Background: an optimization exercise with open tools, aiming at small area, a short achievable clock period and few clock cycles per item. Do not read the settings as production practice.
The RTL was checked by simulation tests, not by an equivalence proof against the original design.
No activity file was given, so power comes from the tool's default toggle rates.

== run A ==
==> flow/design.v <==
module svmstorage #(parameter W = 10, parameter DEPTH = 1) (
    input                  clk,
    input                  en,
    input                  ld,
    input      [W-1:0]     din,
    output     [W-1:0]     head,
    output     [W-1:0]     tail,
    output     [W-1:0]     pre
);
reg [W-1:0] q [0:DEPTH-1];
integer n;
always @(posedge clk) begin
    if (en | ld)
        q[0] <= din;
    if (en)
        for (n = 1; n < DEPTH; n = n + 1)
            q[n] <= q[n-1];
end
assign head = q[0];
assign tail = q[DEPTH-1];
assign pre  = q[(DEPTH > 1) ? DEPTH-2 : 0];
endmodule
module testDataModule (
    input              pass,
    input              dbl,
    input              ng,
    input      [10:0]  v,
    output     [11:0]  u
);
wire [11:0] vs  = {v[10], v};
wire [11:0] mag = ({12{pass}} & vs) | ({12{dbl}} & {vs[10:0], 1'b0});
wire [11:0] t   = mag ^ {12{ng}};
assign u = {~t[11], t[10:0]};
endmodule
module fsm_Hand(clk,rst,start,ready,result,write1,write2,SVMin,datain);
input clk,rst,start;
input write1;
input write2;
input signed [8:0] SVMin;
input signed [1:0] datain;
output result;
output ready;
reg ready;
reg result;
localparam IDLE = 2'd0, LW = 2'd1, LX = 2'd2, CP = 2'd3;
reg [1:0] st;
reg [3:0] row, col, k;
wire wbeat = (st == LW) & write1;
wire xbeat = (st == LX) & write2;
reg fin;
always @(posedge clk or negedge rst)
    if (!rst) begin
        st <= IDLE; ready <= 1'b0;
    end else
        case (st)
        IDLE: if (start) begin
                st <= LW; ready <= 1'b0;
              end
        LW:   if (write1 && row == 4'd10 && col == 4'd10) st <= LX;
        LX:   if (write2 && k == 4'd10) st <= CP;
        CP:   if (fin) begin
                ready <= 1'b1;
                st    <= IDLE;
              end
        endcase
always @(posedge clk) begin
    if (st == IDLE) begin
        row <= 4'd0; col <= 4'd0; k <= 4'd0;
    end else begin
        if (wbeat) begin
            if (col == 4'd10) begin
                col <= 4'd0; row <= row + 4'd1;
            end else
                col <= col + 4'd1;
        end
        if (xbeat) k <= k + 4'd1;
    end
end
reg [1:0] xv [0:8];
reg [8:0] kgt;                  
reg [3:0] negs;
wire dm1 = datain[0];
wire dm2 = datain[1] & ~datain[0];
wire ds  = datain[1];
always @(posedge clk) begin : xh
    integer i;
    for (i = 0; i <= 8; i = i + 1)
        if (xbeat && k == i) xv[i] <= datain;
    if (st == IDLE) begin
        negs <= 4'd0; kgt <= 9'd0;
    end else if (xbeat) begin
        negs <= negs + {3'd0, ds}; kgt <= {kgt[7:0], 1'b1};
    end
end
reg [8:0]  Wq;
reg [8:0]  enR;
reg        enN, ldN, den, rot;
reg [9:0]  rtail;
reg        sp, sd, sn;          
reg        dq1, dq4;            
reg        first, lastL;
always @(posedge clk) begin : ctl
    integer i;
    Wq  <= SVMin;
    for (i = 0; i <= 8; i = i + 1)
        enR[i] <= wbeat & (((row == i) & (col >= i + 2)) | ((row >= i + 2) & (col == i)));
    enN <= wbeat & (col == row + 4'd1);
    ldN <= wbeat & (col + 4'd1 == row);
    den <= (wbeat & (col == row)) | xbeat;
    rot <= col < row;
    sp  <= xbeat & (k != 4'd0) & dm1;
    sd  <= xbeat & (k != 4'd0) & dm2;
    sn  <= xbeat & (k != 4'd0) & ds;
    dq1 <= xbeat & dm1;
    dq4 <= xbeat & dm2;
    first <= xbeat & (k == 4'd0);
    lastL <= xbeat & (k == 4'd10);
    fin   <= lastL;
end
wire [9:0] tail [0:8];
wire [9:0] ntail, npre, nhead;
wire [8:0] dtail;
reg [9:0] rnext;
always @* begin : rsel_mux
    integer i;
    rnext = (col + 4'd1 == row) ? nhead : 10'd0;
    for (i = 0; i <= 8; i = i + 1)
        rnext = rnext | ({10{col == i && col + 4'd1 != row}} & tail[i]);
end
always @(posedge clk)
    rtail <= rnext;
wire [9:0] Wx = {Wq[8], Wq};
wire [9:0] hin = rot ? (rtail + Wx) : Wx;
genvar g;
generate
    for (g = 0; g <= 8; g = g + 1) begin : row_q
        svmstorage #(.W(10), .DEPTH(9 - g)) q (.clk(clk), .en(enR[g] | (xbeat & kgt[g])), .ld(1'b0),
                                               .din(hin), .head(), .tail(tail[g]), .pre());
    end
endgenerate
svmstorage #(.W(10), .DEPTH(10)) nq (.clk(clk), .en(enN | (xbeat & (k != 4'd0))), .ld(ldN),
                                     .din(hin), .head(nhead), .tail(ntail), .pre(npre));
svmstorage #(.W(9), .DEPTH(11)) dq (.clk(clk), .en(den), .ld(1'b0),
                                    .din(Wq), .head(), .tail(dtail), .pre());
function [31:0] csa;            
    input [15:0] a, b, c;
    begin
        csa[15:0]  = a ^ b ^ c;
        csa[31:16] = {((a & b) | (a & c) | (b & c)), 1'b0};
    end
endfunction
wire [11:0] u [0:9];
wire [15:0] z [0:9];
reg [8:0] tp, td, tn;
always @(posedge clk) begin : tc
    integer i;
    reg [1:0] xn;
    reg       an;
    for (i = 0; i <= 8; i = i + 1) begin
        xn = (xbeat && k == i) ? datain : xv[i];
        an = (st != IDLE) & (kgt[i] | (xbeat & (k == i)));
        tp[i] <= an & xn[0];
        td[i] <= an & xn[1] & ~xn[0];
        tn[i] <= an & xn[1];
    end
end
generate
    for (g = 0; g <= 8; g = g + 1) begin : term
        testDataModule t (.pass(tp[g]), .dbl(td[g]), .ng(tn[g]),
                          .v({tail[g][9], tail[g]}), .u(u[g]));
        assign z[g] = {4'd0, u[g]};
    end
endgenerate
wire [31:0] l1a = csa(z[0], z[1], z[2]);
wire [31:0] l1b = csa(z[3], z[4], z[5]);
wire [31:0] l1c = csa(z[6], z[7], z[8]);
wire [31:0] l2a = csa(l1a[15:0], l1a[31:16], l1b[15:0]);
wire [31:0] l2b = csa(l1b[31:16], l1c[15:0], l1c[31:16]);
reg  [15:0] F [0:3];
reg         vB;                 
always @(posedge clk) begin
    F[0] <= l2a[15:0]; F[1] <= l2a[31:16];
    F[2] <= l2b[15:0]; F[3] <= l2b[31:16];
    vB   <= xbeat;
end
wire [9:0] nnext = (k == 4'd0) ? ntail : npre;
reg  [11:0] ul;
testDataModule tl (.pass(dm1), .dbl(dm2), .ng(ds), .v({nnext[9], nnext}), .u(u[9]));
always @(posedge clk)
    ul <= u[9];
assign z[9] = {4'd0, ul};
wire [15:0] zc = {12'hB00, negs};
wire [31:0] m1a = csa(F[0], F[1], F[2]);
wire [31:0] m1b = csa(F[3], z[9], zc);
wire [31:0] m2  = csa(m1a[15:0], m1a[31:16], m1b[15:0]);
wire [31:0] m3  = csa(m2[15:0], m2[31:16], m1b[31:16]);
reg  [15:0] E0, E1;
always @(posedge clk)
    if (vB) begin
        E0 <= m3[15:0]; E1 <= m3[31:16];
    end
wire [15:0] g0 = ({16{sp}} & E0) | ({16{sd}} & {E0[14:0], 1'b0});
wire [15:0] g1 = ({16{sp}} & E1) | ({16{sd}} & {E1[14:0], 1'b0});
wire [15:0] o0 = g0 ^ {16{sn}};
wire [15:0] o1 = g1 ^ {16{sn}};
wire [15:0] dx = {{7{dtail[8]}}, dtail};
wire [15:0] dterm = ({16{dq1}} & dx) | ({16{dq4}} & {dx[13:0], 2'b00});
reg  [15:0] Ss, Sc;
wire [15:0] s0 = first ? 16'd255 : Ss;
wire [15:0] c0 = first ? 16'd0   : Sc;
wire [31:0] n1 = csa(s0, c0, dterm);
wire [31:0] n2 = csa(n1[15:0], {n1[31:17], sn}, o0);
wire [31:0] n3 = csa(n2[15:0], {n2[31:17], sn}, o1);
always @(posedge clk) begin
    Ss <= n3[15:0];
    Sc <= n3[31:16];
end
wire [15:0] rp = Ss ^ Sc;
wire [15:0] rg = Ss & Sc;
wire        rzero = (rp == {(Ss[14:0] | Sc[14:0]), 1'b0});
reg  [14:0] G [0:4];
reg  [14:0] Pp [0:4];
always @* begin : ks
    integer lv, b, d;
    G[0] = rg[14:0]; Pp[0] = rp[14:0];
    for (lv = 1; lv <= 4; lv = lv + 1) begin
        d = 1 << (lv - 1);
        for (b = 0; b < 15; b = b + 1)
            if (b >= d) begin
                G[lv][b]  = G[lv-1][b] | (Pp[lv-1][b] & G[lv-1][b-d]);
                Pp[lv][b] = Pp[lv-1][b] & Pp[lv-1][b-d];
            end else begin
                G[lv][b]  = G[lv-1][b];
                Pp[lv][b] = Pp[lv-1][b];
            end
    end
end
wire rsign = rp[15] ^ G[4][14];
always @(posedge clk)
    result <= ~rsign & ~rzero;
endmodule
==> flow/config.mk <==
export PLATFORM = sky130hd
export DESIGN_NAME = fsm_Hand
export DESIGN_NICKNAME = fsm_Hand
export VERILOG_FILES = /design/flow/design.v
export SDC_FILE = /design/flow/constraint.sdc
export NUM_CORES = 4
export LEC_CHECK = 0
export CAP_MARGIN = 20
export CORE_MARGIN = 2
export CORE_UTILIZATION = 65
export CTS_CLUSTER_DIAMETER = 60
export CTS_CLUSTER_SIZE = 30
export SETUP_SLACK_MARGIN = 4.55
export SLEW_MARGIN = 20
export TNS_END_PERCENT = 30
==> flow/constraint.sdc <==
create_clock -name core_clock -period 7.0 [get_ports {clk}]
set_input_delay 1.4000 -clock core_clock [delete_from_list [all_inputs] [get_ports {clk}]]
set_output_delay 1.4000 -clock core_clock [all_outputs]
set_load 0.01 [all_outputs]
run.sh (not shown) runs the stock make flow with config.mk's settings and CLKGATE_MAP_FILE= SYNTH_SCRIPT=/design/flow/synth_recipe.tcl, a recipe that flattens the netlist after the stock synthesis.
Testbench counts of run A, summed over its fixed seeds: cycles 25,920, items 192.
> inputs changed (run A -> run B)
- PLACE_DENSITY: unset -> 0.75
- TNS_END_PERCENT: 30 -> unset
### Flow results
Per the comparison of run B with run A, via count +197; total power density per cell area ~0 delta; routed wire length on met2 +about 5.5%; sequential cell count ~0 delta. As of run B, post-layout net count had risen slightly compared to run A. Routed length on met1 of run B exceeds that of run A slightly. Compared with run A, run B shows post-detailed-placement half-perimeter wirelength that has gone up slightly. Run B has completed all stages; timing, DRC and antenna checks passed.
Modified inputs, run C compared to run B
- removing PLACE_DENSITY (formerly 0.75)
- changing CORE_UTILIZATION from 65 to 68
Notes after the runs:
Going from run B to run C, highest achievable clock rate grew slightly.
Floorplan die area on run C is ahead of run B.
First-pass GRT wire length deteriorates in run C relative to run B.
For the proportion of cell area occupied by registers, run C came in 0.17 points higher than run B did.
Inputs modified between run C and run D:
- putting PLACE_DENSITY at 0.68 where nothing was set
- swapping 68 for 65 in CORE_UTILIZATION
Results
Run D against run C: die outline area now larger, relative contribution of the clock network to total power now larger, post-layout minimum cycle time comparable, static leakage now larger.
Input-level comparison between run E and run D:
- PLACE_DENSITY removed (was 0.68)
==> notes.md <==
The logic gate share of total power was comparable across run D and run E. Between run D and run E, the difference in average wire per standard cell is negligible. Total DRC errors in the routed layout came out exactly the same in run D and run E. On fmax, run E tracks run D almost exactly. Synthesized-area fraction occupied by adder cells: run E vs run D identical. Delta (run E minus run D): cell count after synthesis about even; register-to-register slack barely changed.
diff inputs: run E => run F
- a change of CTS_CLUSTER_SIZE from 30 to 36
- a change of CTS_CLUSTER_DIAMETER from 60 to 70
==> comparison <==
The peak supply drop in run F is 1.17 times that in run E.
Compared with run E, in run F growth of design area from synthesis to finish shrank by 0.38 points; final cycle utilization of the critical path grew by 0.60 points; proportion of cell area occupied by registers grew by 0.25 points; power share of the clock group shrank by 1.4 points.

static timing again, ports no longer ideal:
The flow's constraints put no driver on any port. The routed layouts listed below were extracted and timed again, unchanged, in two steps. Step 1, drivers: a clkbuf_16 drives clk and a buf_2 each remaining input, both assumed. Step 2 also shifts input and output timing later by t, the mid clock arrival at the registers, as if the neighbouring blocks saw the same clock. a / b / c = ideal ports / drivers / drivers and shift; a / b = the first two.
run	shift t [ns]	slack for setup (ns)	worst hold slack (ns)	latest minus earliest clock arrival (ns)
run A	0.668	4.483 / 4.421 / 3.861	0.335 / 0.335 / 0.335	0.034 / 0.034
run B	0.665	4.463 / 4.402 / 3.889	0.360 / 0.360 / 0.360	0.029 / 0.028
run C	0.662	4.484 / 4.421 / 3.898	0.335 / 0.335 / 0.335	0.036 / 0.036
run D	0.665	4.485 / 4.427 / 3.907	0.340 / 0.340 / 0.340	0.044 / 0.044
run E	0.665	4.485 / 4.427 / 3.907	0.340 / 0.340 / 0.340	0.044 / 0.044
run F	0.676	4.443 / 4.386 / 3.898	0.345 / 0.345 / 0.345	0.044 / 0.045
After both steps setup and hold are still met in every run listed. For run A, which loses most, drivers alone change the setup slack by -0.062 ns; drivers and shift together by -0.622 ns.
